What follows belongs to an exercise in optimizing a design on an open flow for small area and a short achievable clock period; a production flow would make more cautious choices.
At most, simulation tests tie the RTL to the original design; equivalence was not proved.
No functional check of the RTL was part of runs 1 to 3 and 5.
Power and IR drop assume default switching activity.

--- design/flow/run.sh ---
#!/bin/bash
# synth_recipe.tcl (not shown) runs the flow's synth.tcl, then flattens the netlist and writes it again
# the make line also repeats each setting of config.mk as NAME=value (left out here)
make -C /OpenROAD-flow-scripts/flow DESIGN_CONFIG=/design/flow/config.mk WORK_HOME=/design/flow/orfs CLKGATE_MAP_FILE= SYNTH_SCRIPT=/design/flow/synth_recipe.tcl finish
--- design/flow/constraint.sdc ---
create_clock -name core_clock -period 5.5 [get_ports {clk}]
set_input_delay 1.1000 -clock core_clock [delete_from_list [all_inputs] [get_ports {clk}]]
set_output_delay 1.1000 -clock core_clock [all_outputs]
set_load 0.01 [all_outputs]
--- design/flow/design.v ---
module halfAdder ( a ,b ,sum ,carry );
output sum ;
output carry ;
input a ;
input b ;
assign  sum = a ^ b ;  
assign  carry = a & b;
endmodule
module fullAdder (input a ,b ,cin ,
output sum ,carry );
assign  sum = a ^ b ^ cin;  
assign  carry = (a&b) | (b&cin) | (cin&a);
endmodule
module adder4( a ,b ,cin, sum ,carry );
output [3:0] sum ;
output carry ;
input [3:0] a ;
input [3:0] b ;
input cin;
wire [2:0]s;
fullAdder u0 (a[0],b[0],1'b0,sum[0],s[0]);
fullAdder u1 (a[1],b[1],s[0],sum[1],s[1]);
fullAdder u2 (a[2],b[2],s[1],sum[2],s[2]);
fullAdder u3 (a[3],b[3],s[2],sum[3],carry);
endmodule
module alpha_adder16(a,b,cin,sum,carry );
output [15:0] sum ;
output carry ;
input [15:0] a ;
input [15:0] b ;
input cin;
wire [2:0]c;
adder4 a0 (a[3:0],b[3:0],0,sum[3:0],c[0]);
adder4 a1 (a[7:4],b[7:4],c[0],sum[7:4],c[1]);
adder4 a2 (a[11:8],b[11:8],c[1],sum[11:8],c[2]);
adder4 a3 (a[15:12],b[15:12],c[2],sum[15:12],carry);
endmodule
`timescale 1ns / 1ps
module reg_in(clk,in,out);
input clk;
input [7:0]in;
output reg [7:0]out;
always@(posedge clk)
begin
	out<=in;
end
endmodule
module PPG(X,Y,p00,p01,p02,p03,p04,p05,p06,p07,p10,p11,p12,p13,p14,p15,p16,p17,p20,p21,p22,p23,p24,p25,
          p26,p27,p30,p31,p32,p33,p34,p35,p36,p37,p40,p41,p42,p43,p44,p45,p46,p47,p50,p51,p52,p53,
          p54,p55,p56,p57,p60,p61,p62,p63,p64,p65,p66,p67,p70,p71,p72,p73,p74,p75,p76,p77);
      input [7:0] X;
      input [7:0] Y;
		output p00,p01,p02,p03,p04,p05,p06,p07,p10,p11,p12,p13,p14,p15,p16,p17,p20,p21,p22,p23,p24,p25,
           p26,p27,p30,p31,p32,p33,p34,p35,p36,p37,p40,p41,p42,p43,p44,p45,p46,p47,p50,p51,p52,p53,
           p54,p55,p56,p57,p60,p61,p62,p63,p64,p65,p66,p67,p70,p71,p72,p73,p74,p75,p76,p77;
	 assign     p10 = X[1] & Y[0];
    assign     p20 = X[2] & Y[0];
    assign     p30 = X[3] & Y[0];
    assign     p40 = X[4] & Y[0];
    assign     p50 = X[5] & Y[0];
    assign     p60 = X[6] & Y[0];
    assign     p70 = X[7] & Y[0];
    assign     p01 = X[0] & Y[1];
    assign     p11 = X[1] & Y[1];
    assign     p21 = X[2] & Y[1];
    assign     p31 = X[3] & Y[1];
    assign     p41 = X[4] & Y[1];
    assign     p51 = X[5] & Y[1];
    assign     p61 = X[6] & Y[1];
    assign     p71 = X[7] & Y[1];
    assign     p00 = X[0] & Y[0];
    assign     p02 = X[0] & Y[2];
    assign     p12 = X[1] & Y[2];
    assign     p22 = X[2] & Y[2];
    assign     p32 = X[3] & Y[2];
    assign     p42 = X[4] & Y[2];
    assign     p52 = X[5] & Y[2];
    assign     p62 = X[6] & Y[2];
    assign     p72 = X[7] & Y[2];
    assign     p03 = X[0] & Y[3];
    assign     p13 = X[1] & Y[3];
    assign     p23 = X[2] & Y[3];
    assign     p33 = X[3] & Y[3];
    assign     p43 = X[4] & Y[3];
    assign     p53 = X[5] & Y[3];
    assign     p63 = X[6] & Y[3];
    assign     p73 = X[7] & Y[3];
    assign     p04 = X[0] & Y[4];
    assign     p14 = X[1] & Y[4];
    assign     p24 = X[2] & Y[4];
    assign     p34 = X[3] & Y[4];
    assign     p44 = X[4] & Y[4];
    assign     p54 = X[5] & Y[4];
    assign     p64 = X[6] & Y[4];
    assign     p74 = X[7] & Y[4];
    assign     p05 = X[0] & Y[5];
    assign     p15 = X[1] & Y[5];
    assign     p25 = X[2] & Y[5];
    assign     p35 = X[3] & Y[5];
    assign     p45 = X[4] & Y[5];
    assign     p55 = X[5] & Y[5];
    assign     p65 = X[6] & Y[5];
    assign     p75 = X[7] & Y[5];
    assign     p06 = X[0] & Y[6];
    assign     p16 = X[1] & Y[6];
    assign     p26 = X[2] & Y[6];
    assign     p36 = X[3] & Y[6];
    assign     p46 = X[4] & Y[6];
    assign     p56 = X[5] & Y[6];
    assign     p66 = X[6] & Y[6];
    assign     p76 = X[7] & Y[6];
    assign     p07 = X[0] & Y[7];
    assign     p17 = X[1] & Y[7];
    assign     p27 = X[2] & Y[7];
    assign     p37 = X[3] & Y[7];
    assign     p47 = X[4] & Y[7];
    assign     p57 = X[5] & Y[7];
    assign     p67 = X[6] & Y[7];
    assign     p77 = X[7] & Y[7];
endmodule
module PPR(p00,p01,p02,p03,p04,p05,p06,p07,p10,p11,p12,p13,p14,p15,p16,p17,p20,p21,p22,p23,p24,p25,
          p26,p27,p30,p31,p32,p33,p34,p35,p36,p37,p40,p41,p42,p43,p44,p45,p46,p47,p50,p51,p52,p53,
          p54,p55,p56,p57,p60,p61,p62,p63,p64,p65,p66,p67,p70,p71,p72,p73,p74,p75,p76,p77,row1,row2);
input     p00,p01,p02,p03,p04,p05,p06,p07,p10,p11,p12,p13,p14,p15,p16,p17,p20,p21,p22,p23,p24,p25,
          p26,p27,p30,p31,p32,p33,p34,p35,p36,p37,p40,p41,p42,p43,p44,p45,p46,p47,p50,p51,p52,p53,
          p54,p55,p56,p57,p60,p61,p62,p63,p64,p65,p66,p67,p70,p71,p72,p73,p74,p75,p76,p77;
	 output [15:0] row1;
    output [15:0] row2;	 
     wire  [42:1] s;
     wire  [42:1] c;
 	  halfAdder  h1(p60,p51,s[1],c[1]);
     fullAdder  h2(p70,p61,p52,s[2],c[2]);
     halfAdder  h3(p43,p34,s[3],c[3]);
     fullAdder  h4(p62,p53,p44,s[4],c[4]);
     halfAdder  h5(p26,p35,s[5],c[5]);
     fullAdder  h6(p36,p45,p54,s[6],c[6]);
    halfAdder  h7(p31,p40,s[7],c[7]);
    halfAdder  h8(p14,p23,s[8],c[8]);
    fullAdder  h9(p32,p50,p41,s[9],c[9]);
    fullAdder  h10(p06,p15,p24,s[10],c[10]);
    fullAdder  h11(p33,p42,s[1],s[11],c[11]);
    fullAdder  h12(p07,p16,p25,s[12],c[12]);    
    fullAdder  h13(s[2],s[3],c[1],s[13],c[13]);
    fullAdder  h14(p71,p17,s[5],s[14],c[14]);
    fullAdder  h15(c[2],s[4],c[3],s[15],c[15]);
    fullAdder  h16(p63,p27,p72 ,s[16],c[16]);
    fullAdder  h17(s[6],c[4], c[5],s[17],c[17]);
    fullAdder  h18(p55,p64,p73,s[18],c[18]);
    fullAdder  h19(p37,p46,c[6],s[19],c[19]);
    fullAdder  h20(p56,p65,p74,s[20],c[20]);
    halfAdder  h21(p21,p30,s[21],c[21]);
    fullAdder  h22(p13,p22,s[7],s[22],c[22]);
    fullAdder  h23(s[8],s[9],c[7],s[23],c[23]);
    fullAdder  h24(s[11],c[8],c[9],s[24],c[24]);
    fullAdder  h25(s[13],c[10],c[11],s[25],c[25]);
    fullAdder  h26(s[15],c[12],c[13],s[26],c[26]);
    fullAdder  h27(s[17],c[14],c[15],s[27],c[27]);
    fullAdder  h28(s[19],c[16],c[17],s[28],c[28]);
    fullAdder  h29(c[18],c[19],p47,s[29],c[29]);
    fullAdder  h30(p66,p75,c[20],s[30],c[30]);
    halfAdder  h31(p11,p20,s[31],c[31]);
    fullAdder  h32(p03,p12,s[21],s[32],c[32]);
    fullAdder  h33(p04,c[21],s[22],s[33],c[33]);
    fullAdder  h34(p05,s[23],c[22],s[34],c[34]);
    fullAdder  h35(s[10],s[24],c[23],s[35],c[35]);
    fullAdder  h36(s[12],s[25],c[24],s[36],c[36]);
    fullAdder  h37(s[14],s[26],c[25],s[37],c[37]);
    fullAdder  h38(s[16],s[27],c[26],s[38],c[38]);
    fullAdder  h40(s[18],s[28],c[27],s[39],c[39]);
    fullAdder  h41(s[20],s[29],c[28],s[40],c[40]);
    fullAdder  h42(p57,s[30],c[29],s[41],c[41]);
    fullAdder  h43(p67,p76,c[30],s[42],c[42]);
    assign row1[0] = p00;
    assign row1[1] = p01;
    assign row1[2] = p02;
    assign row1[3] = s[32];
    assign row1[4] = s[33];
    assign row1[5] = s[34];
    assign row1[6] = s[35];
    assign row1[7] = s[36];
    assign row1[8] = s[37];
    assign row1[9] = s[38];
    assign row1[10]= s[39];
    assign row1[11]= s[40];
    assign row1[12]= s[41];
    assign row1[13]= s[42];
    assign row1[14]= p77;
    assign row1[15]= 0;
    assign row2[0] = 0;
    assign row2[1] = p10;
    assign row2[2] = s[31];
    assign row2[3] = c[31];
    assign row2[4] = c[32];
    assign row2[5] = c[33];
    assign row2[6] = c[34];
    assign row2[7] = c[35];
    assign row2[8] = c[36];
    assign row2[9] = c[37];
    assign row2[10]= c[38];
    assign row2[11]= c[39];
    assign row2[12]= c[40];
    assign row2[13]= c[41];
    assign row2[14]= c[42];
    assign row2[15]= 0;
endmodule
`timescale 1ns / 1ps
module MAC(clk, reset, X, Y, reg_Pro);
  input clk, reset;
  input [7:0] X;
  input [7:0] Y;
  output reg [15:0] reg_Pro;
  wire p00_d = X[0] & Y[0];
  wire p01_d = X[0] & Y[1];
  wire p02_d = X[0] & Y[2];
  wire p03_d = X[0] & Y[3];
  wire p04_d = X[0] & Y[4];
  wire p05_d = X[0] & Y[5];
  wire p06_d = X[0] & Y[6];
  wire p07_d = X[0] & Y[7];
  wire p10_d = X[1] & Y[0];
  wire p11_d = X[1] & Y[1];
  wire p12_d = X[1] & Y[2];
  wire p13_d = X[1] & Y[3];
  wire p14_d = X[1] & Y[4];
  wire p15_d = X[1] & Y[5];
  wire p16_d = X[1] & Y[6];
  wire p17_d = X[1] & Y[7];
  wire p20_d = X[2] & Y[0];
  wire p21_d = X[2] & Y[1];
  wire p22_d = X[2] & Y[2];
  wire p23_d = X[2] & Y[3];
  wire p24_d = X[2] & Y[4];
  wire p25_d = X[2] & Y[5];
  wire p26_d = X[2] & Y[6];
  wire p27_d = X[2] & Y[7];
  wire p30_d = X[3] & Y[0];
  wire p31_d = X[3] & Y[1];
  wire p32_d = X[3] & Y[2];
  wire p33_d = X[3] & Y[3];
  wire p34_d = X[3] & Y[4];
  wire p35_d = X[3] & Y[5];
  wire p36_d = X[3] & Y[6];
  wire p37_d = X[3] & Y[7];
  wire p40_d = X[4] & Y[0];
  wire p41_d = X[4] & Y[1];
  wire p42_d = X[4] & Y[2];
  wire p43_d = X[4] & Y[3];
  wire p44_d = X[4] & Y[4];
  wire p45_d = X[4] & Y[5];
  wire p46_d = X[4] & Y[6];
  wire p47_d = X[4] & Y[7];
  wire p50_d = X[5] & Y[0];
  wire p51_d = X[5] & Y[1];
  wire p52_d = X[5] & Y[2];
  wire p53_d = X[5] & Y[3];
  wire p54_d = X[5] & Y[4];
  wire p55_d = X[5] & Y[5];
  wire p56_d = X[5] & Y[6];
  wire p57_d = X[5] & Y[7];
  wire p60_d = X[6] & Y[0];
  wire p61_d = X[6] & Y[1];
  wire p62_d = X[6] & Y[2];
  wire p63_d = X[6] & Y[3];
  wire p64_d = X[6] & Y[4];
  wire p65_d = X[6] & Y[5];
  wire p66_d = X[6] & Y[6];
  wire p67_d = X[6] & Y[7];
  wire p70_d = X[7] & Y[0];
  wire p71_d = X[7] & Y[1];
  wire p72_d = X[7] & Y[2];
  wire p73_d = X[7] & Y[3];
  wire p74_d = X[7] & Y[4];
  wire p75_d = X[7] & Y[5];
  wire p76_d = X[7] & Y[6];
  wire p77_d = X[7] & Y[7];
  wire s1_d, c1_d;
  halfAdder u_s1_d(p60_d, p51_d, s1_d, c1_d);
  wire s2_d, c2_d;
  fullAdder u_s2_d(p70_d, p61_d, p52_d, s2_d, c2_d);
  wire s3_d, c3_d;
  halfAdder u_s3_d(p43_d, p34_d, s3_d, c3_d);
  wire s4_d, c4_d;
  fullAdder u_s4_d(p62_d, p53_d, p44_d, s4_d, c4_d);
  wire s5_d, c5_d;
  halfAdder u_s5_d(p26_d, p35_d, s5_d, c5_d);
  wire s6_d, c6_d;
  fullAdder u_s6_d(p36_d, p45_d, p54_d, s6_d, c6_d);
  wire s7_d, c7_d;
  halfAdder u_s7_d(p31_d, p40_d, s7_d, c7_d);
  wire s8_d, c8_d;
  halfAdder u_s8_d(p14_d, p23_d, s8_d, c8_d);
  wire s9_d, c9_d;
  fullAdder u_s9_d(p32_d, p50_d, p41_d, s9_d, c9_d);
  wire s10_d, c10_d;
  fullAdder u_s10_d(p06_d, p15_d, p24_d, s10_d, c10_d);
  wire s11_d, c11_d;
  fullAdder u_s11_d(p33_d, p42_d, s1_d, s11_d, c11_d);
  wire s12_d, c12_d;
  fullAdder u_s12_d(p07_d, p16_d, p25_d, s12_d, c12_d);
  wire s13_d, c13_d;
  fullAdder u_s13_d(s2_d, s3_d, c1_d, s13_d, c13_d);
  wire s14_d, c14_d;
  fullAdder u_s14_d(p71_d, p17_d, s5_d, s14_d, c14_d);
  wire s15_d, c15_d;
  fullAdder u_s15_d(c2_d, s4_d, c3_d, s15_d, c15_d);
  wire s16_d, c16_d;
  fullAdder u_s16_d(p63_d, p27_d, p72_d, s16_d, c16_d);
  wire s17_d, c17_d;
  fullAdder u_s17_d(s6_d, c4_d, c5_d, s17_d, c17_d);
  wire s18_d, c18_d;
  fullAdder u_s18_d(p55_d, p64_d, p73_d, s18_d, c18_d);
  wire s19_d, c19_d;
  fullAdder u_s19_d(p37_d, p46_d, c6_d, s19_d, c19_d);
  wire s20_d, c20_d;
  fullAdder u_s20_d(p56_d, p65_d, p74_d, s20_d, c20_d);
  wire s21_d, c21_d;
  halfAdder u_s21_d(p21_d, p30_d, s21_d, c21_d);
  wire s22_d, c22_d;
  fullAdder u_s22_d(p13_d, p22_d, s7_d, s22_d, c22_d);
  wire s23_d, c23_d;
  fullAdder u_s23_d(s8_d, s9_d, c7_d, s23_d, c23_d);
  wire s24_d, c24_d;
  fullAdder u_s24_d(s11_d, c8_d, c9_d, s24_d, c24_d);
  wire s25_d, c25_d;
  fullAdder u_s25_d(s13_d, c10_d, c11_d, s25_d, c25_d);
  wire s26_d, c26_d;
  fullAdder u_s26_d(s15_d, c12_d, c13_d, s26_d, c26_d);
  wire s27_d, c27_d;
  fullAdder u_s27_d(s17_d, c14_d, c15_d, s27_d, c27_d);
  wire s28_d, c28_d;
  fullAdder u_s28_d(s19_d, c16_d, c17_d, s28_d, c28_d);
  wire s29_d, c29_d;
  fullAdder u_s29_d(c18_d, c19_d, p47_d, s29_d, c29_d);
  wire s30_d, c30_d;
  fullAdder u_s30_d(p66_d, p75_d, c20_d, s30_d, c30_d);
  wire s31_d, c31_d;
  halfAdder u_s31_d(p11_d, p20_d, s31_d, c31_d);
  wire s32_d, c32_d;
  fullAdder u_s32_d(p03_d, p12_d, s21_d, s32_d, c32_d);
  wire s33_d, c33_d;
  fullAdder u_s33_d(p04_d, c21_d, s22_d, s33_d, c33_d);
  wire s34_d, c34_d;
  fullAdder u_s34_d(p05_d, s23_d, c22_d, s34_d, c34_d);
  wire s35_d, c35_d;
  fullAdder u_s35_d(s10_d, s24_d, c23_d, s35_d, c35_d);
  wire s36_d, c36_d;
  fullAdder u_s36_d(s12_d, s25_d, c24_d, s36_d, c36_d);
  wire s37_d, c37_d;
  fullAdder u_s37_d(s14_d, s26_d, c25_d, s37_d, c37_d);
  wire s38_d, c38_d;
  fullAdder u_s38_d(s16_d, s27_d, c26_d, s38_d, c38_d);
  wire s39_d, c39_d;
  fullAdder u_s39_d(s18_d, s28_d, c27_d, s39_d, c39_d);
  wire s40_d, c40_d;
  fullAdder u_s40_d(s20_d, s29_d, c28_d, s40_d, c40_d);
  wire s41_d, c41_d;
  fullAdder u_s41_d(p57_d, s30_d, c29_d, s41_d, c41_d);
  wire s42_d, c42_d;
  fullAdder u_s42_d(p67_d, p76_d, c30_d, s42_d, c42_d);
  wire [3:0] a0_d = {s32_d,p02_d,p01_d,p00_d} + {c31_d,s31_d,p10_d,1'b0};
  reg c32_q, s33_q, c33_q, s34_q, c34_q, s35_q, c35_q, s36_q, c36_q, s37_q, c37_q, s38_q, c38_q, s39_q, c39_q, s40_q, c40_q, s41_q, c41_q, s42_q, c42_q, p77_q;
  reg [3:0] a0_q;
  always @(posedge clk) begin
    c32_q <= c32_d;
    s33_q <= s33_d;
    c33_q <= c33_d;
    s34_q <= s34_d;
    c34_q <= c34_d;
    s35_q <= s35_d;
    c35_q <= c35_d;
    s36_q <= s36_d;
    c36_q <= c36_d;
    s37_q <= s37_d;
    c37_q <= c37_d;
    s38_q <= s38_d;
    c38_q <= c38_d;
    s39_q <= s39_d;
    c39_q <= c39_d;
    s40_q <= s40_d;
    c40_q <= c40_d;
    s41_q <= s41_d;
    c41_q <= c41_d;
    s42_q <= s42_d;
    c42_q <= c42_d;
    p77_q <= p77_d;
    a0_q <= a0_d;
  end
  wire c32 = c32_q;
  wire s33 = s33_q;
  wire c33 = c33_q;
  wire s34 = s34_q;
  wire c34 = c34_q;
  wire s35 = s35_q;
  wire c35 = c35_q;
  wire s36 = s36_q;
  wire c36 = c36_q;
  wire s37 = s37_q;
  wire c37 = c37_q;
  wire s38 = s38_q;
  wire c38 = c38_q;
  wire s39 = s39_q;
  wire c39 = c39_q;
  wire s40 = s40_q;
  wire c40 = c40_q;
  wire s41 = s41_q;
  wire c41 = c41_q;
  wire s42 = s42_q;
  wire c42 = c42_q;
  wire p77 = p77_q;
  wire [15:4] row1 = {1'b0,p77,s42,s41,s40,s39,s38,s37,s36,s35,s34,s33};
  wire [15:4] row2 = {1'b0,c42,c41,c40,c39,c38,c37,c36,c35,c34,c33,c32};
  wire [15:4] cs_s, cs_c;
  fullAdder u_cs4(reg_Pro[4], row1[4], row2[4], cs_s[4], cs_c[4]);
  fullAdder u_cs5(reg_Pro[5], row1[5], row2[5], cs_s[5], cs_c[5]);
  fullAdder u_cs6(reg_Pro[6], row1[6], row2[6], cs_s[6], cs_c[6]);
  fullAdder u_cs7(reg_Pro[7], row1[7], row2[7], cs_s[7], cs_c[7]);
  fullAdder u_cs8(reg_Pro[8], row1[8], row2[8], cs_s[8], cs_c[8]);
  fullAdder u_cs9(reg_Pro[9], row1[9], row2[9], cs_s[9], cs_c[9]);
  fullAdder u_cs10(reg_Pro[10], row1[10], row2[10], cs_s[10], cs_c[10]);
  fullAdder u_cs11(reg_Pro[11], row1[11], row2[11], cs_s[11], cs_c[11]);
  fullAdder u_cs12(reg_Pro[12], row1[12], row2[12], cs_s[12], cs_c[12]);
  fullAdder u_cs13(reg_Pro[13], row1[13], row2[13], cs_s[13], cs_c[13]);
  fullAdder u_cs14(reg_Pro[14], row1[14], row2[14], cs_s[14], cs_c[14]);
  fullAdder u_cs15(reg_Pro[15], row1[15], row2[15], cs_s[15], cs_c[15]);
  wire [15:0] opa = {cs_s[15:4], reg_Pro[3:0]};
  wire [15:0] opb = {cs_c[14:12], 1'b0, cs_c[10:8], 1'b0, cs_c[6:4], 1'b0, a0_q};
  wire [15:0] g = opa & opb;
  wire [15:0] p = opa ^ opb;
  wire [3:0] dg1 = row1[7:4] & row2[7:4];
  wire [3:0] dp1 = row1[7:4] | row2[7:4];
  wire d1 = dg1[3] | (dp1[3] & dg1[2]) | (dp1[3] & dp1[2] & dg1[1]) | (dp1[3] & dp1[2] & dp1[1] & dg1[0]);
  wire [3:0] dg2 = row1[11:8] & row2[11:8];
  wire [3:0] dp2 = row1[11:8] | row2[11:8];
  wire d2 = dg2[3] | (dp2[3] & dg2[2]) | (dp2[3] & dp2[2] & dg2[1]) | (dp2[3] & dp2[2] & dp2[1] & dg2[0]);
  wire [3:0] dg3 = row1[15:12] & row2[15:12];
  wire [3:0] dp3 = row1[15:12] | row2[15:12];
  wire d3 = dg3[3] | (dp3[3] & dg3[2]) | (dp3[3] & dp3[2] & dg3[1]) | (dp3[3] & dp3[2] & dp3[1] & dg3[0]);
  wire G0_1 = g[1] | (p[1] & g[0]);
  wire P0_1 = p[1] & p[0];
  wire G0_2 = g[2] | (p[2] & G0_1);
  wire P0_2 = p[2] & P0_1;
  wire G0_3 = g[3] | (p[3] & g[2]) | (p[3] & p[2] & G0_1);
  wire P0_3 = p[3] & p[2] & P0_1;
  wire G1_1 = g[5] | (p[5] & g[4]);
  wire P1_1 = p[5] & p[4];
  wire G1_2 = g[6] | (p[6] & G1_1);
  wire P1_2 = p[6] & P1_1;
  wire G1_3 = g[7] | (p[7] & g[6]) | (p[7] & p[6] & G1_1);
  wire P1_3 = p[7] & p[6] & P1_1;
  wire G2_1 = g[9] | (p[9] & g[8]);
  wire P2_1 = p[9] & p[8];
  wire G2_2 = g[10] | (p[10] & G2_1);
  wire P2_2 = p[10] & P2_1;
  wire G2_3 = g[11] | (p[11] & g[10]) | (p[11] & p[10] & G2_1);
  wire P2_3 = p[11] & p[10] & P2_1;
  wire G3_1 = g[13] | (p[13] & g[12]);
  wire P3_1 = p[13] & p[12];
  wire G3_2 = g[14] | (p[14] & G3_1);
  wire P3_2 = p[14] & P3_1;
  wire G3_3 = g[15] | (p[15] & g[14]) | (p[15] & p[14] & G3_1);
  wire P3_3 = p[15] & p[14] & P3_1;
  wire k1 = cs_c[7] | ~d1;
  wire Gm1 = (cs_c[7] & ~d1) | (k1 & G1_3);
  wire Pm1 = k1 & P1_3;
  wire k2 = cs_c[11] | ~d2;
  wire Gm2 = (cs_c[11] & ~d2) | (k2 & G2_3);
  wire Pm2 = k2 & P2_3;
  wire k3 = cs_c[15] | ~d3;
  wire Gm3 = (cs_c[15] & ~d3) | (k3 & G3_3);
  wire Pm3 = k3 & P3_3;
  wire ci1 = G0_3;
  wire ci2 = Gm1 | (Pm1 & G0_3);
  wire ci3 = Gm2 | (Pm2 & Gm1) | (Pm2 & Pm1 & G0_3);
  wire [15:0] cy;
  assign cy[0] = 1'b0;
  assign cy[1] = g[0] | (p[0] & 1'b0);
  assign cy[2] = G0_1 | (P0_1 & 1'b0);
  assign cy[3] = G0_2 | (P0_2 & 1'b0);
  assign cy[4] = ci1;
  assign cy[5] = g[4] | (p[4] & ci1);
  assign cy[6] = G1_1 | (P1_1 & ci1);
  assign cy[7] = G1_2 | (P1_2 & ci1);
  assign cy[8] = ci2;
  assign cy[9] = g[8] | (p[8] & ci2);
  assign cy[10] = G2_1 | (P2_1 & ci2);
  assign cy[11] = G2_2 | (P2_2 & ci2);
  assign cy[12] = ci3;
  assign cy[13] = g[12] | (p[12] & ci3);
  assign cy[14] = G3_1 | (P3_1 & ci3);
  assign cy[15] = G3_2 | (P3_2 & ci3);
  wire [15:0] nxt = p ^ cy;
  always @(posedge clk) begin
    reg_Pro <= nxt & {16{~reset}};
  end
endmodule
--- design/flow/config.mk ---
export PLATFORM = sky130hd
export DESIGN_NAME = MAC
export DESIGN_NICKNAME = MAC
export VERILOG_FILES = /design/flow/design.v
export SDC_FILE = /design/flow/constraint.sdc
export NUM_CORES = 4
export LEC_CHECK = 0
export CAP_MARGIN = 20
export CORE_MARGIN = 2
export CORE_UTILIZATION = 40
export SETUP_SLACK_MARGIN = 2.5
export SLEW_MARGIN = 20
export SYNTH_HIERARCHICAL = 1
export SYNTH_MINIMUM_KEEP_SIZE = 0
==> results list, run 1 <==
- The run finished with no timing, DRC or antenna violations.
* Area growth from synthesis to layout: 20.84%
- Share of the synthesized area in the top cell type: 0.3200
* Biggest regs: reg_Pro (16), a0_q (4)
- The number of antenna violations at the first check in global routing is 0.
* Iteration-0 DRC count of the detailed router: 35
* Die height: 92.43 µm
- The core region is 7647 µm².
- The die covers 8543 µm².
* Residual DRC: 0
* Sort of element at the end of the critical path: register
- Total CTS buffers: 5
* Total count of max-transition violations in the final report: 0
- CTS placed an instance of clkbuf_8 at the clock tree root.
- Routability congestion estimate from global placement: just under 0.8
* Remaining antenna violation count after routing: 0
- Of the total synthesized cell area, the portion taken by XOR and XNOR cells is 0.02520.
* Sequential fraction of the synthesis area: 0.2688
- Clock Pin Slew Worst Setup and Hold Paths: about 80 ps
- The worst hold path belongs to the class register to register.
- In the final timing run, aggregate negative setup slack is 0 ps.
- At the pin with the least slew margin, the transition time is 700.9 ps.
- Across the run, the number of max-cap violations was 0.
* Leading cell type by number of instances after synthesis: and2_1
- Layout cell share with drive strength beyond 1: 0.1548
- Vias in the first global route: between 2,000 and 2,500
- Instance area at placement: 3607 µm²
- CTS H-Tree Depth: 2
- Commonest cells post-synth: 64 x and2_1, 50 x fa_1, 42 x dfxtp_1
- Synthesized netlist cell count: 280
- In this run the static leakage power is 1.636 nW.
- Die width: around 92 µm
- Power spread over the standard cell area amounts to ~460 nW/µm².
- The smallest clock period supported by the final layout is computed as 3144 ps.
* Portion of total power attributed to combinational logic: 0.591
* Via density: approximately 4.7
- Including well taps, the total number of placed cells is 414.
* Flip-flop count of the largest register after layout: 16
- The number of hold violations in the final report was 0.
* Placement row count: 32
- Pre-CTS setup slack: 1558 ps
- Main area contributors after synthesis: fa_1 32%, dfxtp_1 27%, and2_1 13%
- Part of the cycle the worst path needs: 0.5717
- Number of enable flip-flop cells after synthesis: 0
* Average wire per standard cell: 13.44 µm
- Port-buffer cells: 33
- Number of optimization iterations in the first detailed-route pass: 4
- Pin count of the biggest net entering global routing: 20
- Across all layers, the routed design uses approximately 2,000 vias.
- Ranked by flip-flop count, first place goes to reg_Pro.
- Cell repeated most along the worst path: fa_2
- Among all flip-flop cells after synthesis, the most frequent one is dfxtp_1.
- Counting flops and latches in the post-synthesis netlist gives 42.
- Top-level port count: 34
- The largest single stage delay on the critical path is roughly 570 ps.
- Walking the worst path, the cells encountered are buf_8 > and2_4 > fa_2 > fa_2 > fa_1 > fa_2.
* Highest ir drop seen on vdd: 0.0001791 V
- STA puts the critical path data required time at approximately 5700 ps.
- For this configuration, the core starts out at a cell density of 0.4090.
* Post-layout net count: 412
- Switching power as a share of total power: 0.4018
- In this run the tightest slew margin relative to its limit is 0.5313.
* Bufs on Longest Clock Path: 2
- During synthesis, Yosys emitted a total of 7 warnings.
* Library cell contributing the largest single delay on the critical path: fa_2
- Detailed placement ended at an HPWL of between 4000 and 5000 µm.
* Complex-gate fraction of the synthesized area: 0.06440
- CTS tree: yes
* Critical path arrival: 3310 ps
- For this run, the total global-route usage over all layers was measured as 0.1511.
- Of all nets on the critical path, the largest fanout is 8.
- Max frequency: ~320 MHz
- CP startpoint kind: input pin
- The worst setup path is of the input pin to register kind.
- Of the total synthesized cell area, the portion taken by AND, OR, NAND and NOR gates is 0.2044.
- Of the total synthesized cell area, the portion taken by full adders, half adders and majority gates is 0.4156.
- Of the post-synthesis cell area, the part taken by muxes is 0.003600.
* Unique cell type count in the Yosys netlist: 42
- For this design the total switching power over the nets is 700.5 µW.
- Setup repair after global routing could not meet its margin everywhere.
- Post-synth ARST share: 0
* Number of cells in the finished layout apart from fillers: 425
* Total setup violations reported at the end of the flow: 0
- Of the total power, the clock network draws 0.123.
- Final worst clock skew: 6.643 ps
- The internal power of the cells totals 1.043 mW.
* Area of all placed cells without fillers: 3780 µm²
- Slack of the critical path: 2356 ps
- Largest family of logic cells by synthesized area: adder cells
- CTS saw 42 sinks.
- Wires add up to 5712 µm.
* Worst hold-check slack: 567.1 ps
- Latest clock arrival within the worst-skew pair: 290 ps
- The total overflow left after global routing is 0.
* Synth area leader: fa_1
* Post-Syn Area: approximately 3100 µm²
* Wire length of the first global-routing pass: 10,310 µm
* Part of the power in registers: 0.287
- 0 antenna diodes ended up in the layout.
- Avg Cell Area, Syn: roughly 11 µm²
## metal layers
metal  part of all wire  GRT usage  vias to the layer above
li1                   -          -                     1003
met1               0.51     0.2208                      961
met2               0.46     0.2445                       31
met3              0.021    0.01465                        2
met4             0.0063    0.03358                        0
met5                  0          0                        -
## worst max-delay path, delay by kind of cell
family	cells	cell delay, ps
buffers and inverters	1	110
adders and majority gates	4	1950
and+or+nand+nor	1	150
## per-module statistics from Yosys, one instance, submodules excluded
module     cells inside  copies in the design  flops+latches  area [µm²]
MAC                 226                     1             42        2100
halfAdder             1                     7              0       12.51
fullAdder             1                    47              0       20.02
## power groups by stage
stage | sequential, mW | combinational, mW | clock [mW]
final | 0.500 | 1.03 | 0.214
after CTS | 0.503 | 0.993 | 0.221
after global placement | 0.509 | 0.965 | 0
after global routing | 0.520 | 1.18 | 0.238
after floorplan | 0.513 | 0.706 | 0
after detailed placement | 0.510 | 0.985 | 0
## placed cells by master (no fill, tap or decap), types with 2 or more instances in the layout
master	instances
a211oi_1	2
a21o_1	2
a21oi_1	6
a31oi_1	2
and2_1	55
and2_4	9
and3_1	2
and4_1	2
buf_4	9
buf_6	4
buf_8	2
clkbuf_8	6
clkdlybuf4s50_1	17
conb_1	2
dfxtp_1	42
dlymetal6s2s_1	2
fa_1	41
fa_2	9
ha_1	20
inv_1	11
nand2_1	8
nand2b_1	4
nand3_1	5
nor2_1	14
nor2b_1	6
o2111ai_1	4
xnor2_1	6
xor2_1	3
## logic make-up after synthesis
kind of cell             Yosys count
buffers and inverters             14
multiplexers                       1
flip-flops                        42
AO/OA/AOI/OAI                     28
AND/OR/NAND/NOR                  111
XOR/XNOR                           9
other                              1
adder cells (fa/ha/maj)           74
## worst paths after layout
kind,slack (ps),cells after the start,from,to
setup reg to reg,2650,9,reg_Pro[7],reg_Pro[12]
hold / removal,570,2,a0_q[0],reg_Pro[0]
hold reg to reg,570,2,a0_q[0],reg_Pro[0]
setup / recovery,2360,6,X[4],s37_q
## through the flow
stage	power, mW	util
after global routing	1.937	0.4943
after detailed placement	1.495	0.4717
final	1.743	0.4943
after floorplan	1.219	-
after global placement	1.474	0.4717
after CTS	1.717	0.4859
## cell type report
type / count / area (µm²)
fill: 690 / 3867
multi-input combinational: 225 / 2310
sequential: 42 / 840.8
timing repair buffer: 36 / 357.8
tap: 102 / 127.6
clock buffer: 6 / 82.58
inverter: 12 / 45.04
clock inverter: 2 / 16.27
## repair_timing
| action | 4_1_cts | 5_1_grt |
|---|---|---|
| hold buffers | 0 | 0 |
| setup buffers | 2 | 1 |
| resized for setup | 75 | 25 |
| setup endpoints to repair | 16 | 10 |
| pin swaps | 3 | 2 |
==> run 2, diff against run 1 <==
--- a/design/flow/config.mk
+++ b/design/flow/config.mk
@@ -8,7 +8,7 @@
 export CAP_MARGIN = 20
 export CORE_MARGIN = 2
 export CORE_UTILIZATION = 40
-export SETUP_SLACK_MARGIN = 2.5
+export SETUP_SLACK_MARGIN = 2.2
 export SLEW_MARGIN = 20
 export SYNTH_HIERARCHICAL = 1
 export SYNTH_MINIMUM_KEEP_SIZE = 0
==> run 2 against run 1 <==
Power down 4.4%. Clock-buffer cell count down 1. Sequential power about the same. Non-clock buffer count down 3. Fmax down 3.2%. Combinational power down 5%. Clock power down about 10%. Largest cell class unchanged. Highest routed layer unchanged.
==> results list, run 2 <==
- The total count of max-transition violations in the final report was 0.
* Die height: 92.43 µm
- The worst setup path is captured at a register.
- Max stage delay on crit path: ~550 ps
* Max frequency: 307.7 MHz
- The number of antenna violations at the first check in global routing was 0.
- 34 I/O pins were placed.
- The critical path is of the input pin to register type.
- Register area: approximately 840 µm²
- Floorplan core area: between 7000 and 8000 µm²
* Worst relative slew slack: 0.5252
- After detailed routing, the number of remaining DRC violations is 0.
* Clock Pin Slew Worst Setup and Hold Paths: 80 ps
- TritonCTS built the clock tree.
- Share of the synthesized area in the top cell type: 0.3200
* Filler instances: approximately 700
- The later pin in the worst-skew pair is clocked with a latency of 290 ps.
- The run finished with no timing, DRC or antenna violations.
* Remaining antenna violation count after routing: 0
- Data on the critical path arrives at its endpoint at 3420 ps.
* Root buf cell: clkbuf_8
* Flip-flop count of the largest register after layout: 16
- Across the VDD grid, the largest voltage drop is between 0.00015 and 0.0002 V.
- Power comes to 1.667 mW.
* Register with the most flip-flops: reg_Pro
- The average instance in the mapped netlist occupies 11.17 µm².
- The most common cell in the synthesized netlist is and2_1.
- Setup repair after global routing missed its margin: no
* Detailed placer's ending HPWL: 4701 µm
* Number of max-cap violations: 0
- Area growth from synthesis to layout: 16.40%
* Number of antenna cells inserted: 0
* CTS H-Tree Depth: 2
- Sum of negative setup slack: 0 ps
- Total overflow reported by the global router: 0
- The longest clock path from root to sink contains 2 buffers.
* Layout cell share with drive strength beyond 1: 0.09718
* Number of enable flip-flop cells after synthesis: 0
* Post-Syn Area: 3128 µm²
* CP startpoint kind: input pin
- The die covers around 8500 µm².
- Leakage: 1.586 nW
- For this run, the share of the core covered by cells in the final layout is 0.4761.
* Total global routing track utilization: 0.1474
- STA puts the critical path data required time at about 5700 ps.
* Top library cells by usage in the layout, fill and taps aside: 59 x and2_1, 48 x fa_1, 42 x dfxtp_1
- Biggest regs: reg_Pro (16), a0_q (4)
- FF+latch count, synth: 42
- After detailed routing, the average wire length per cell comes to roughly 14 µm.
* Final Critical Period: 3250 ps
* Warnings, synthesis: 7
- Leaving out fill and tap cells, the most frequent cell in the layout is and2_1.
* Synth area leader: fa_1
- For this design, the sink count on the clock tree is 42.
- Main area contributors after synthesis: fa_1 32%, dfxtp_1 27%, and2_1 13%
- Library cell contributing the largest single delay on the critical path: fa_1
* Number of optimization iterations in the first detailed-route pass: 4
- Wires add up to approximately 5700 µm.
* Vias in the first global route: 2,092
- Die width: 92.43 µm
* Post-synth ARST share: 0
- In the finished design, the share of the clock period the worst path needs comes to 0.5908.
- Summing all multi-input logic gate instances after layout gives 2256 µm².
* Final worst clock skew: between 5 and 6 ps
- Entering global routing, the biggest net connects 20 pins.
- Met3 usage in global routing: 0.01953
- Clock tree synthesis inserted a total of 5 buffers.
- Synthesized netlist cell count: 280
- Final Hold Violating Endpoints: 0
- Port-buffer cells: 33
* Cell repeated most along the worst path: fa_1
- For this design, the CTS-stage hold fixing added 0 buffers.
- Routability congestion estimate from global placement: 0.8456
- Hold Crit Class: register to register
- For met2 alone, demand over resource in global routing was 0.2263.
- Post-layout net count: 409
- Worst Path Max Fanout: 8
- The first global-routing pass estimated 9956 µm of wire.
* Cell Chain, Critical Path: clkdlybuf4s15_2 > and2_4 > fa_1 > fa_2 > fa_1 > fa_1
- Unique cell type count in the Yosys netlist: 42
* Layer with the highest usage after global routing: met2
- Commonest cells post-synth: 64 x and2_1, 50 x fa_1, 42 x dfxtp_1
- The initial utilization of the core area, before any placement, comes to 0.4090.
- DR vias: 1,990
- For this run, the register share of the synthesized area comes to 0.2688.
* Power density relative to cell area: 457.9 nW/µm²
- Transition at the pin with the smallest max-transition slack: 710.0 ps
- In the synthesized netlist the dominant register cell turns out to be dfxtp_1.
* Iteration-0 DRC count of the detailed router: 66
- Setup violations remaining at the end of the flow were counted as 0.
- Placement row count: 32
* Met1 Resource Use GR: 0.2159
- Via density: 4.727
-- run 2: cell counts after synthesis --
No cell type changed its count.
-- run 2: layout make-up --
cell class / instances / share of cell area
Clock inverter: 2 / 0.004124
Sequential cell: 42 / 0.2309
Multi-Input combinational cell: 225 / 0.6196
Timing Repair Buffer: 33 / 0.07904
Inverter: 12 / 0.01237
Clock buffer: 5 / 0.01890
Tap cell: 102 / 0.03505
-- run 2: metrics by stage --
stage / cell area (µm²) / cells / setup WS, ps / hold slack, ps
after floorplan: 3132 / 281 / 2240 / 524.1
after global placement: 3582 / 414 / 1586 / 533.8
after detailed placement: 3582 / 414 / 1548 / 545.7
after CTS: 3682 / 421 / 2205 / 565.6
after global routing: 3641 / 421 / 2206 / 578.1
final: 3641 / 421 / 2250 / 552.5
-- run 2: repair_timing --
item,4_1_cts,5_1_grt
endpoints found under the setup margin,14,5
gates cloned,0,0
setup buffers,0,0
gates resized for setup,38,24
hold endpoints to repair,0,0
pin swaps,0,1
-- run 2: path summary, 6_finish.rpt --
path                  to  slack [ps]  cells past startpoint  startpoint
max                s37_q        2250                      6        Y[2]
min           reg_Pro[0]         550                      2     a0_q[0]
max reg2reg  reg_Pro[12]        2630                     10       s34_q
min reg2reg   reg_Pro[0]         550                      2     a0_q[0]
-- run 2: logic make-up (layout without fill, tap and decap cells) --
kind of cell	Yosys count	after routing	share of synthesized area
other cells	1	2	0.001199
flops	42	42	0.2688
xor+xnor	9	9	0.02520
fa+ha+maj	74	74	0.4156
mux	1	1	0.003600
buf+inv	14	52	0.01680
compound gates	28	28	0.06440
simple gates	111	111	0.2044
-- run 2: power breakdown --
part           switching, mW  internal [mW]  total [mW]
clock                  0.105         0.0867       0.192
sequential            0.0876          0.412       0.500
combinational          0.477          0.499       0.976
total                  0.669          0.998        1.67
-- run 2: per-module statistics from Yosys, one instance, submodules excluded --
module	flip-flops and latches	times used	cells inside	area (µm²)
fullAdder	0	47	1	20.02
halfAdder	0	7	1	12.51
MAC	42	1	226	2100
-- run 2: critical path: cells and delay by family --
kind	cells	cell delay (ps)
AND/OR/NAND/NOR	1	160
adder cells (fa/ha/maj)	4	1910
buffers and inverters	1	240
-- run 2: routing by layer --
metal,up-vias,routed length (µm)
met5,-,0
met4,0,63
met3,4,171
met2,38,2543
met1,951,2935
li1,997,-
==> run 3, diff against run 2 <==
--- a/design/flow/config.mk
+++ b/design/flow/config.mk
@@ -8,7 +8,7 @@
 export CAP_MARGIN = 20
 export CORE_MARGIN = 2
 export CORE_UTILIZATION = 40
-export SETUP_SLACK_MARGIN = 2.2
+export SETUP_SLACK_MARGIN = 2.35
 export SLEW_MARGIN = 20
 export SYNTH_HIERARCHICAL = 1
 export SYNTH_MINIMUM_KEEP_SIZE = 0
==> run 3 against run 2 <==
Still clean on timing, DRC and antenna. Sequential share of layout area is 0.46 points lower. Non-clock buffer count grew 1. Synthesized cell count did not move. Critical path type unchanged.
==> results list, run 3 <==
* Final Critical Period: 3128 ps
- The min-delay analysis places its worst path in the category register to register.
- Fraction of the core area covered by cells at the end of the flow: 0.4858
- In this run the tightest slew margin relative to its limit is 0.5073.
- The routed layout has 2,010 vias.
- Across the VDD grid, the largest voltage drop is 0.0001506 V.
* Max frequency: approximately 320 MHz
- FF+latch count, synth: 42
* Worst Path Max Fanout: 4
- Final Hold Violating Endpoints: 0
* Met3 usage in global routing: 0.01953
* Layer with the highest usage after global routing: met2
- CP startpoint kind: input pin
* Post-Syn Area: 3128 µm²
- The total area inside the core boundary comes to 7647 µm².
- Bufs on Longest Clock Path: 2
- Summed over all cells, the static leakage comes to 1.653 nW.
* Port-buffer cells: 33
* Residual DRC: 0
* Vias in the first global route: between 2,000 and 2,500
* Unique cell type count in the Yosys netlist: 42
- Critical path data required time: 5670 ps
- Average wire per standard cell: 13.17 µm
- Register with the most flip-flops: reg_Pro
* Post-layout net count: just over 400
- The commonest cells after synthesis are 64 x and2_1, 50 x fa_1, 42 x dfxtp_1.
- Top library cells by usage in the layout, fill and taps aside: 57 x and2_1, 49 x fa_1, 42 x dfxtp_1
* Final worst clock skew: 8.386 ps
- Register area: 840.8 µm²
* Complex-gate fraction of the synthesized area: 0.06440
- In the final layout, the multi-input gates occupy 2258 µm².
* Antenna violations before repair: 0
- Total CTS buffers: 5
- After the first detailed-routing iteration, the DRC count stood at 54.
- Number of antenna cells inserted: 0
- Before antenna repair, the detailed router went through 4 iterations.
- CTS H-Tree Depth: 2
* Total wirelength of the detailed-routed design: 5569 µm
- TritonCTS built the clock tree.
- Placement row count: 32
* Met1 Resource Use GR: 0.2108
* Critical path arrival: 3300 ps
- For the final routed database, the setup TNS stands at 0 ps.
- Synthesis produced 280 cells.
- Setup violations remaining at the end of the flow were counted as 0.
- Routability-driven placement finished with a final weighted congestion of 0.8255.
* Remaining antenna violation count after routing: 0
* XOR/XNOR Fraction of Synth Area: 0.02520
* Simple-gate share of the synthesized area: 0.2044
* Area growth from synthesis to layout: 18.76%
- In the synthesized netlist the dominant register cell turns out to be dfxtp_1.
* Layout cell share with drive strength beyond 1: 0.1028
* Power density relative to cell area: approximately 460 nW/µm²
- Hold-fix buffer count after cts: 0
- Pin count of the biggest net entering global routing: 20
* Number of max-cap violations: 0
- In the routed layout, each cell is associated on average with a via count of 4.752.
- CTS placed an instance of clkbuf_8 at the clock tree root.
* Number of cells on the worst reg-to-reg path: 9
- Avg Cell Area, Syn: 11.17 µm²
- Top-level port count: 34
- Worst Setup Path Type: input pin to register
- Starting density of the core: 0.4090
* Largest family of logic cells by synthesized area: adder cells
- The library cell used most frequently in the layout, excluding fill and tap cells, is and2_1.
* TritonCTS Sinks: 42
* Total overflow reported by the global router: 0
- The critical path goes through buf_8 > and2_4 > fa_1 > fa_1 > fa_1 > fa_1.
- and2_1 is the most common cell in the netlist.
- Biggest regs: reg_Pro (16), a0_q (4)
* Main area contributors after synthesis: fa_1 32%, dfxtp_1 27%, and2_1 13%
* Area of all placed cells without fillers: ~3700 µm²
- The die covers 8543 µm².
* Reg2Reg Launch Point: reg_Pro[7]
* Transition at the pin with the smallest max-transition slack: 736.8 ps
- HP Start: a0_q[0]
- In the global route stage, overall resource usage came out at 0.1441.
- Post-synthesis mux area share: 0.003600
- The biggest area contributor in the post-synthesis netlist is fa_1.
* Sequential fraction of the synthesis area: 0.2688
- Latest clock arrival within the worst-skew pair: 290 ps
- The register with the most flip-flops in the layout has 16 of them.
- Result of the run: complete, no violations
* Library cell contributing the largest single delay on the critical path: fa_1
- The filler cells instantiated in the layout total 711.
- Warnings, synthesis: 7
- Share of the synthesized area in the top cell type: 0.3200
- Measured along the y axis, the die boundary spans 92.43 µm.
- Setup repair after global routing could not meet its margin everywhere.
- Instance count along the most critical hold path: 2
- Min-Delay Endpoint: reg_Pro[0]
- Origin of the worst setup path: Y[2]
- Met2 Use GR: 0.2202
- Post-synth ARST share: 0
- Instance area at placement: 3590 µm²
- The worst register-to-register path has a setup slack of between 2000 and 3000 ps.
- The HPWL after detailed placement is 4584 µm.
* Clock Pin Slew Worst Setup and Hold Paths: ~80 ps
- The total count of max-transition violations in the final report came to 0.
* Crit Reg-Reg Endpoint: reg_Pro[12]
- Sort of element at the end of the critical path: register
* Number of enable flip-flop cells after synthesis: 0
- In this design, the critical path's most frequently occurring cell is fa_1.
- Die width: 92.43 µm
- Of the available clock period, the critical path in the final layout requires 0.5687.
* Post-synthesis adder-cell area fraction: 0.4156
- On the worst path, the slowest cell contributes a delay of approximately 560 ps.
- The first global-routing pass estimated 9694 µm of wire.
==> run 3: final cells by class <==
cell class                      count  share of cell area
Clock buffer                        6             0.01954
Clock inverter                      2             0.01010
Inverter                           12             0.01213
Multi-Input combinational cell    225              0.6080
Sequential cell                    42              0.2263
Tap cell                          102             0.03435
Timing Repair Buffer               34             0.08959
==> run 3: how the worst max path moves through the flow <==
stage                 end  slack (ps)  cells past startpoint
floorplan           s38_q        2280                      5
finish              s37_q        2370                      6
detailed placement  s39_q        1560                      6
global placement    s39_q        1590                      6
CTS                 s39_q        2330                      5
global route        s36_q        2350                      6
==> run 3: logic make-up (layout without fill, tap and decap cells) <==
family | count (synthesis) | count (layout)
other cells | 1 | 2
fa+ha+maj | 74 | 74
mux | 1 | 1
flops | 42 | 42
compound gates | 28 | 28
buf+inv | 14 | 54
simple gates | 111 | 111
xor+xnor | 9 | 9
==> run 3: what timing repair did <==
item | 4_1_cts | 5_1_grt
pin swaps | 0 | 6
cloned | 0 | 0
setup endpoints to repair | 16 | 6
resized for setup | 51 | 33
buffers inserted | 0 | 1
==> run 3: modules after synthesis, one instance, submodules excluded <==
module     cells  cell area (µm²)  copies in the design
fullAdder      1            20.02                    47
MAC          226             2100                     1
halfAdder      1            12.51                     7
==> run 3: metal layers <==
layer,up-vias,wire [µm]
li1,1004,-
met1,970,2895
met2,32,2481
met3,4,130
met4,0,62
met5,-,0
==> run 3: power breakdown <==
group	leakage [nW]	internal (mW)	switching (mW)
Sequential	0.351	0.412	0.0873
Combinational	1.25	0.501	0.474
Clock	0.0514	0.135	0.107
==> run 3: per-stage QoR <==
| step | hold WS, ps | worst slack (ps) | instances | power [mW] |
|---|---|---|---|---|
| 2_1_floorplan | 524.1 | 2279 | 281 | 1.218 |
| 3_3_place_gp | 535.9 | 1594 | 414 | 1.472 |
| 3_5_place_dp | 545.5 | 1559 | 414 | 1.485 |
| 4_1_cts | 565.9 | 2334 | 422 | 1.732 |
| 5_1_grt | 577.4 | 2345 | 423 | 1.903 |
| 6_report | 553.8 | 2372 | 423 | 1.717 |
==> run 3: critical path, delay by kind of cell <==
| kind | cells | cell delay [ps] |
|---|---|---|
| adders and majority gates | 4 | 1950 |
| buffers and inverters | 1 | 100 |
| and+or+nand+nor | 1 | 150 |
==> run 4, diff against run 3 <==
--- a/design/flow/design.v
+++ b/design/flow/design.v
@@ -421,7 +421,8 @@
   fullAdder u_cs12(reg_Pro[12], row1[12], row2[12], cs_s[12], cs_c[12]);
   fullAdder u_cs13(reg_Pro[13], row1[13], row2[13], cs_s[13], cs_c[13]);
   fullAdder u_cs14(reg_Pro[14], row1[14], row2[14], cs_s[14], cs_c[14]);
-  fullAdder u_cs15(reg_Pro[15], row1[15], row2[15], cs_s[15], cs_c[15]);
+  assign cs_s[15] = reg_Pro[15];
+  assign cs_c[15] = 1'b0;
   wire [15:0] opa = {cs_s[15:4], reg_Pro[3:0]};
   wire [15:0] opb = {cs_c[14:12], 1'b0, cs_c[10:8], 1'b0, cs_c[6:4], 1'b0, a0_q};
   wire [15:0] g = opa & opb;
==> run 4 against run 3 <==
Critical endpoint is now s38_q. Flip-flop and latch count unchanged. Still clean on timing, DRC and antenna. Combinational power about the same. Die area decreased by 0.50%. Largest power group unchanged. Sequential power about the same.
==> results list, run 4 <==
* Result of the run: complete, no violations
- Filler instances: 712
* Number of buffers and inverters on the critical path: 1
- DR vias: 1,998
* FF+latch count, synth: 42
- From left edge to right edge, the die measures 92.20 µm.
- In this design, the largest share of critical-path delay is due to adder cells.
- Number of antenna cells inserted: 0
* Setup repair after global routing missed its margin: yes
* Part of the cycle the worst path needs: 0.5736
- Along the worst path, the maximum fanout reaches 8.
* Total count of max-transition violations in the final report: 0
* Top-level port count: 34
- Total CTS buffers: 5
- Iteration-0 DRC count of the detailed router: 43
* Number of optimization iterations in the first detailed-route pass: 4
- Hold-fix buffer count after cts: 0
* Total setup violations reported at the end of the flow: 0
- Most used flip-flop cell after synthesis: dfxtp_1
- Power spread over the standard cell area amounts to 465.3 nW/µm².
- After detailed routing, the average wire length per cell comes to 13.30 µm.
* Top library cells by usage in the layout, fill and taps aside: 58 x and2_1, 47 x fa_1, 42 x dfxtp_1
* Post-layout net count: between 400 and 500
* TritonCTS Sinks: 42
* Register with the most flip-flops: reg_Pro
- Highest ir drop seen on vdd: 0.0001748 V
- Flip-flop count of the largest register after layout: 16
- In the final layout, the share of cells above drive strength 1 is 0.1066.
- Routability congestion estimate from global placement: 0.7881
* Post-synth ARST share: 0
- The most numerous cell type found on the critical path is fa_1.
* Main area contributors after synthesis: fa_1 32%, dfxtp_1 27%, and2_1 13%
- The cell area that synthesis handed to floorplanning was 3112 µm².
- Total global routing track utilization: 0.1485
- In this run the mean area of a mapped cell was around 11 µm².
* Antenna violations before repair: 0
- At the worst endpoint, the arrival time is between 3000 and 4000 ps.
- In this run, synthesis inferred 0 flip-flops with an integrated enable.
* Via density: 4.746
* Port-buffer cells: 33
* Total overflow reported by the global router: 0
- Placed cell count: about 410
- Number of max-cap violations: 0
- For the pin with the worst max-slew slack, the measured transition is 712.9 ps.
- Among all cell types in the netlist, the one instantiated most often is and2_1.
- For this design the static power due to leakage is 1.614 nW.
- Worst Setup Path Type: input pin to register
- The number of hold violations in the final report came to 0.
- Leaving out fill and tap cells, the most frequent cell in the layout is and2_1.
- Unique cell type count in the Yosys netlist: 42
- For the worst-skew pair, the clock arrives at the later sink with an insertion delay of 300 ps.
* Number of cells in the finished layout apart from fillers: ~420
- The worst path needs 3155 ps of the cycle, external delays included.
- Setup total negative slack on the finished layout was measured at 0 ps.
- On the final layout, the worst hold slack is 555.4 ps.
- Max frequency: 317.0 MHz
- Full die area: 8501 µm²
* Residual DRC: 0
* Area growth from synthesis to layout: 18.42%
- Summed over all nets, the half-perimeter wirelength after detailed placement is between 4000 and 5000 µm.
- Clock tree synthesis selected as its root buffer the cell clkbuf_8.
- The initial utilization of the core area, before any placement, comes to 0.4069.
- The first global-routing pass estimated 9867 µm of wire.
* Biggest regs: reg_Pro (16), a0_q (4)
* Pin count of the biggest net entering global routing: 20
- CP startpoint kind: input pin
- Final worst clock skew: 4.686 ps
- The floorplan step defined a core boundary enclosing 7647 µm².
* Hold Crit Class: register to register
- Vias in the first global route: 1,988
- The H-tree generated during clock tree synthesis spans 2 levels.
* Sort of element at the end of the critical path: register
- During synthesis, Yosys emitted a total of 7 warnings.
* CTS tree: yes
- Share of the synthesized area in the top cell type: 0.3152
* Worst relative slew slack: 0.5232
* Cell Chain, Critical Path: buf_2 > and2_1 > fa_1 > fa_2 > fa_1 > fa_1
- The largest single stage delay on the critical path is 540 ps.
* Commonest cells post-synth: 64 x and2_1, 49 x fa_1, 42 x dfxtp_1
- The initialized floorplan defines 32 standard-cell rows.
* Total wirelength of the detailed-routed design: 5598 µm
- Sequential fraction of the synthesis area: 0.2702
- The largest total area in the synthesized netlist belongs to fa_1.
* Synthesized netlist cell count: 279
- The die is 92.20 µm tall.
- Data on the critical path is required at its endpoint by roughly 5700 ps.
- The slowest stage of the critical path is the fa_1 cell.
- After clock tree synthesis, the clock-pin slew on the worst setup and hold paths is 80 ps.
- Remaining antenna violation count after routing: 0
- Bufs on Longest Clock Path: 2
==> run 4: cell count changes in the layout (fill, tap and decap cells not counted), sizes merged <==
cell	previous run	this run
fa	50	49
conb	2	0
dlymetal6s2s	3	0
clkdlybuf4s50	17	19
buf	13	14
dlygate4sd2	1	2
==> run 4: worst min-delay path, cell delays in order (launching register included) <==
cell and delay [ps]:
dfxtp_1 310, ha_1 100, nor2b_1 100
==> run 4: layout make-up <==
type	count	area, µm²	share of cell area
Clock buffer	6	72.57	0.01969
Sequential cell	42	840.8	0.2282
Tap cell	102	127.6	0.03463
Clock inverter	2	37.54	0.01019
Inverter	12	45.04	0.01222
Multi-Input combinational cell	222	2231	0.6054
Timing Repair Buffer	35	330.3	0.08964
==> run 4: routing by layer <==
metal	track usage	wire length, µm
met2	0.2286	2537
met5	0	0
met1	0.2160	2814
met4	0.04851	78
met3	0.02219	168
==> run 4: logic make-up after synthesis <==
logic type	Yosys count	share of synthesized area
compound gates	28	0.06474
xor+xnor	9	0.02533
fa+ha+maj	73	0.4113
buf+inv	15	0.01930
flops	42	0.2702
mux	1	0.003619
simple gates	111	0.2055
==> run 4: power breakdown <==
group	switching, mW	total [mW]	leakage, nW	internal [mW]
sequential	0.0863	0.498	0.351	0.412
clock	0.108	0.243	0.0514	0.135
combinational	0.475	0.973	1.21	0.498
==> run 4: per-module statistics from Yosys, one instance, submodules excluded <==
module / area, µm² / flip-flops and latches
fullAdder: 20.02 / 0
halfAdder: 12.51 / 0
MAC: 2103 / 42
==> run 4: metrics by stage <==
step	setup WS, ps	instance area (µm²)	power, mW	util
4_1_cts	2346	3640	1.734	0.4759
6_report	2345	3685	1.715	0.4818
3_3_place_gp	1610	3562	1.461	0.4658
2_1_floorplan	2279	3119	1.215	-
3_5_place_dp	1562	3562	1.481	0.4658
5_1_grt	2314	3685	1.898	0.4818
==> run 4: repair_timing <==
action | 4_1_cts | 5_1_grt
gates resized for setup | 63 | 10
gates cloned | 0 | 0
buffers inserted | 0 | 2
pin swaps | 9 | 6
setup endpoints to repair | 15 | 4
==> run 4: worst paths after layout <==
kind / depth (start not counted) / slack [ps] / from / end
worst max-delay path: 6 / 2350 / X[3] / s38_q
worst min-delay path: 2 / 560 / a0_q[0] / reg_Pro[0]
worst max register to register: 9 / 2610 / reg_Pro[7] / reg_Pro[12]
worst min register to register: 2 / 560 / a0_q[0] / reg_Pro[0]
==> run 5, diff against run 4 <==
--- a/design/flow/design.v
+++ b/design/flow/design.v
@@ -341,45 +341,38 @@
   fullAdder u_s33_d(p04_d, c21_d, s22_d, s33_d, c33_d);
   wire s34_d, c34_d;
   fullAdder u_s34_d(p05_d, s23_d, c22_d, s34_d, c34_d);
-  wire s35_d, c35_d;
-  fullAdder u_s35_d(s10_d, s24_d, c23_d, s35_d, c35_d);
-  wire s36_d, c36_d;
-  fullAdder u_s36_d(s12_d, s25_d, c24_d, s36_d, c36_d);
-  wire s37_d, c37_d;
-  fullAdder u_s37_d(s14_d, s26_d, c25_d, s37_d, c37_d);
-  wire s38_d, c38_d;
-  fullAdder u_s38_d(s16_d, s27_d, c26_d, s38_d, c38_d);
-  wire s39_d, c39_d;
-  fullAdder u_s39_d(s18_d, s28_d, c27_d, s39_d, c39_d);
-  wire s40_d, c40_d;
-  fullAdder u_s40_d(s20_d, s29_d, c28_d, s40_d, c40_d);
-  wire s41_d, c41_d;
-  fullAdder u_s41_d(p57_d, s30_d, c29_d, s41_d, c41_d);
   wire s42_d, c42_d;
   fullAdder u_s42_d(p67_d, p76_d, c30_d, s42_d, c42_d);
   wire [3:0] a0_d = {s32_d,p02_d,p01_d,p00_d} + {c31_d,s31_d,p10_d,1'b0};
-  reg c32_q, s33_q, c33_q, s34_q, c34_q, s35_q, c35_q, s36_q, c36_q, s37_q, c37_q, s38_q, c38_q, s39_q, c39_q, s40_q, c40_q, s41_q, c41_q, s42_q, c42_q, p77_q;
+  reg c32_q, s33_q, c33_q, s34_q, c23_q, c34_q, s10_q, s24_q, c24_q, s12_q, s25_q, c25_q, s14_q, s26_q, c26_q, s16_q, s27_q, c27_q, s18_q, s28_q, c28_q, s20_q, s29_q, c29_q, p57_q, s30_q, s42_q, c42_q, p77_q;
   reg [3:0] a0_q;
   always @(posedge clk) begin
     c32_q <= c32_d;
     s33_q <= s33_d;
     c33_q <= c33_d;
     s34_q <= s34_d;
+    c23_q <= c23_d;
     c34_q <= c34_d;
-    s35_q <= s35_d;
-    c35_q <= c35_d;
-    s36_q <= s36_d;
-    c36_q <= c36_d;
-    s37_q <= s37_d;
-    c37_q <= c37_d;
-    s38_q <= s38_d;
-    c38_q <= c38_d;
-    s39_q <= s39_d;
-    c39_q <= c39_d;
-    s40_q <= s40_d;
-    c40_q <= c40_d;
-    s41_q <= s41_d;
-    c41_q <= c41_d;
+    s10_q <= s10_d;
+    s24_q <= s24_d;
+    c24_q <= c24_d;
+    s12_q <= s12_d;
+    s25_q <= s25_d;
+    c25_q <= c25_d;
+    s14_q <= s14_d;
+    s26_q <= s26_d;
+    c26_q <= c26_d;
+    s16_q <= s16_d;
+    s27_q <= s27_d;
+    c27_q <= c27_d;
+    s18_q <= s18_d;
+    s28_q <= s28_d;
+    c28_q <= c28_d;
+    s20_q <= s20_d;
+    s29_q <= s29_d;
+    c29_q <= c29_d;
+    p57_q <= p57_d;
+    s30_q <= s30_d;
     s42_q <= s42_d;
     c42_q <= c42_d;
     p77_q <= p77_d;
@@ -389,24 +382,45 @@
   wire s33 = s33_q;
   wire c33 = c33_q;
   wire s34 = s34_q;
+  wire c23 = c23_q;
   wire c34 = c34_q;
-  wire s35 = s35_q;
-  wire c35 = c35_q;
-  wire s36 = s36_q;
-  wire c36 = c36_q;
-  wire s37 = s37_q;
-  wire c37 = c37_q;
-  wire s38 = s38_q;
-  wire c38 = c38_q;
-  wire s39 = s39_q;
-  wire c39 = c39_q;
-  wire s40 = s40_q;
-  wire c40 = c40_q;
-  wire s41 = s41_q;
-  wire c41 = c41_q;
+  wire s10 = s10_q;
+  wire s24 = s24_q;
+  wire c24 = c24_q;
+  wire s12 = s12_q;
+  wire s25 = s25_q;
+  wire c25 = c25_q;
+  wire s14 = s14_q;
+  wire s26 = s26_q;
+  wire c26 = c26_q;
+  wire s16 = s16_q;
+  wire s27 = s27_q;
+  wire c27 = c27_q;
+  wire s18 = s18_q;
+  wire s28 = s28_q;
+  wire c28 = c28_q;
+  wire s20 = s20_q;
+  wire s29 = s29_q;
+  wire c29 = c29_q;
+  wire p57 = p57_q;
+  wire s30 = s30_q;
   wire s42 = s42_q;
   wire c42 = c42_q;
   wire p77 = p77_q;
+  wire s35, c35;
+  fullAdder u_s35(s10, s24, c23, s35, c35);
+  wire s36, c36;
+  fullAdder u_s36(s12, s25, c24, s36, c36);
+  wire s37, c37;
+  fullAdder u_s37(s14, s26, c25, s37, c37);
+  wire s38, c38;
+  fullAdder u_s38(s16, s27, c26, s38, c38);
+  wire s39, c39;
+  fullAdder u_s39(s18, s28, c27, s39, c39);
+  wire s40, c40;
+  fullAdder u_s40(s20, s29, c28, s40, c40);
+  wire s41, c41;
+  fullAdder u_s41(p57, s30, c29, s41, c41);
   wire [15:4] row1 = {1'b0,p77,s42,s41,s40,s39,s38,s37,s36,s35,s34,s33};
   wire [15:4] row2 = {1'b0,c42,c41,c40,c39,c38,c37,c36,c35,c34,c33,c32};
   wire [15:4] cs_s, cs_c;
--- a/design/flow/config.mk
+++ b/design/flow/config.mk
@@ -8,7 +8,7 @@
 export CAP_MARGIN = 20
 export CORE_MARGIN = 2
 export CORE_UTILIZATION = 40
-export SETUP_SLACK_MARGIN = 2.35
+export SETUP_SLACK_MARGIN = 2.5
 export SLEW_MARGIN = 20
 export SYNTH_HIERARCHICAL = 1
 export SYNTH_MINIMUM_KEEP_SIZE = 0
==> run 5 against run 4 <==
Synthesized cell count up 2.5%. Combinational power up 37%. Fmax up 0.74%. Sequential share of layout area up 2.1 points. Clock-buffer cell count unchanged. Clock power down 6%. First-iteration DRC count down 37%. Critical endpoint is now reg_Pro[13]. Flip-flop and latch count up 7. Utilization up 2.5 points. Critical path depth up 5. Area after synthesis up 4.5%. Worst hold slack better by 12 ps.
==> results list, run 5 <==
- Total overflow reported by the global router: 0
- Floorplan core area: 7807 µm²
* Number of max-cap violations: 0
- Synth area leader: dfxtp_1
- Across every metal layer, demand over resource in global routing totals 0.1443.
* Critical path arrival: 3300 ps
- Transition at the pin with the smallest max-transition slack: 703.3 ps
- Root buf cell: clkbuf_8
* Slack of the critical path: between 2000 and 2500 ps
- Share of the synthesized area in the top cell type: 0.3017
- For the worst-skew pair, the clock arrives at the later sink with an insertion delay of 310 ps.
* FF+latch count, synth: 49
* DR vias: 2,083
- On the critical path the largest part of the delay comes from adder cells.
- The worst register-to-register path begins at c23_q.
- In this run the power density over the cells is 525.9 nW/µm².
- The worst setup path is captured at a register.
- Instance count along the most critical hold path: 2
- The first global-routing pass estimated just over 10,000 µm of wire.
* Max stage delay on crit path: 590 ps
- Full die area: 8867 µm²
* Port-buffer cells: 33
* TritonCTS Sinks: slightly below 50
- Origin of the worst setup path: c23_q
- Headroom to the max-slew limit came out at 0.5297.
- Critical path data required time: 5670 ps
- The total count of max-transition violations in the final report was 0.
- Library cell contributing the largest single delay on the critical path: fa_1
* Vias in the first global route: ~2,100
- TritonCTS built the clock tree.
- Number of cells in the finished layout apart from fillers: between 400 and 500
* Register with the most flip-flops: reg_Pro
- Worst Setup Path Type: register to register
- Area of all placed cells without fillers: 3958 µm²
- Hold repair after CTS inserted 0 buffers.
* Residual DRC: 0
- Commonest cells post-synth: 64 x and2_1, 49 x dfxtp_1, 49 x fa_1
* Die height: 94.17 µm
* Post-synth ARST share: 0
- The analysis attributes to cell leakage a power of 1.712 nW.
- Number of enable flip-flop cells after synthesis: 0
* R2r setup slk: roughly 2400 ps
* Most used flip-flop cell after synthesis: dfxtp_1
- Final worst clock skew: 11.90 ps
- The flow ran to the end and the layout has no timing, DRC or antenna violations.
- 0 antenna diodes ended up in the layout.
* Sum of negative setup slack: 0 ps
- Top-level port count: 34
run 5: cell types whose count changed after synthesis, sizes merged:
cell | previous run | this run
dfxtp | 42 | 49
run 5: power by group:
group / switching (mW) / internal [mW]
logic: 0.628 / 0.705
registers: 0.0645 / 0.454
clock network: 0.125 / 0.105
run 5: modules after synthesis, one instance, submodules excluded:
module     cells inside  flops+latches  copies in the design  cell area, µm²
halfAdder             1              0                     7           12.51
fullAdder             1              0                    46           20.02
MAC                 233             49                     1            2243
run 5: worst reg2reg max path, delay by kind of cell, from the launching register on:
kind / cells / cell delay, ps
AND/OR/NAND/NOR: 2 / 430
flip-flops: 1 / 330
adder cells (fa/ha/maj): 6 / 1940
AO/OA/AOI/OAI: 2 / 180
XOR/XNOR: 1 / 120
run 5: how the worst min path moves through the flow:
stage	to	slack [ps]
finish	reg_Pro[0]	570
global route	reg_Pro[0]	590
CTS	reg_Pro[0]	580
detailed placement	reg_Pro[0]	550
global placement	reg_Pro[0]	550
floorplan	reg_Pro[0]	520
run 5: through the flow:
stage	total power, mW	util
after floorplan	1.327	-
after global placement	1.585	0.4748
after detailed placement	1.597	0.4748
after CTS	1.955	0.4958
after global routing	2.283	0.5069
final	2.081	0.5069
run 5: kinds of logic (layout without fill, tap and decap cells):
group	Yosys count	count (layout)	share of synthesized area
and+or+nand+nor	111	111	0.1966
adders and majority gates	73	73	0.3936
DFF	49	49	0.3017
AOI/OAI and AO/OA	28	28	0.06195
buffers and inverters	15	63	0.01847
xor gates and xnor gates	9	9	0.02424
muxes	1	1	0.003463
run 5: final cells by class:
type | count | area [µm²]
Fill cell | 703 | 3850
Multi-Input combinational cell | 222 | 2297
Sequential cell | 49 | 984.7
Timing Repair Buffer | 43 | 395.4
Tap cell | 102 | 127.6
Clock buffer | 6 | 82.58
Inverter | 12 | 52.55
Clock inverter | 2 | 17.52
run 5: metal layers:
metal  track usage  up-vias  part of all wire
li1              -     1036                 -
met3       0.02087        4             0.022
met5             0        -                 0
met1        0.2152     1011              0.54
met2        0.2173       32              0.43
met4       0.04348        0             0.011
run 5: timing repair:
item | CTS | global route
resized for setup | 20 | 12
endpoints found under the setup margin | 15 | 9
buffers inserted | 6 | 4
pin swaps | 8 | 6

==> port drivers added, routing unchanged <==
How much do the figures lean on ideal ports? The routed layouts below were timed once more, with nothing changed but the port constraints. Step 1 sets driving cells, clkbuf_16 on the clock port and buf_2 on the other inputs (assumed; they add their load-dependent delay and slew). Step 2 moves the port delays by t, midway between the first and last clock arrival at a register: inputs arrive t later, outputs are due t later. That takes back most of the time a late clock gives input paths. Three values: no drivers, after step 1, after step 2; two values: the first two.
run	t (ns)	setup WS [ns]	clock arrival spread, ns	pins driven straight from the clock port
run 1	0.311	2.356 / 2.344 / 2.032	0.008 / 0.007	1
run 2	0.314	2.250 / 2.258 / 1.944	0.006 / 0.006	1
run 3	0.315	2.372 / 2.363 / 2.048	0.008 / 0.008	1
run 4	0.322	2.345 / 2.356 / 2.034	0.004 / 0.004	1
run 5	0.326	2.368 / 2.369 / 2.254	0.012 / 0.012	1
After both steps setup and hold are still met in every run listed.
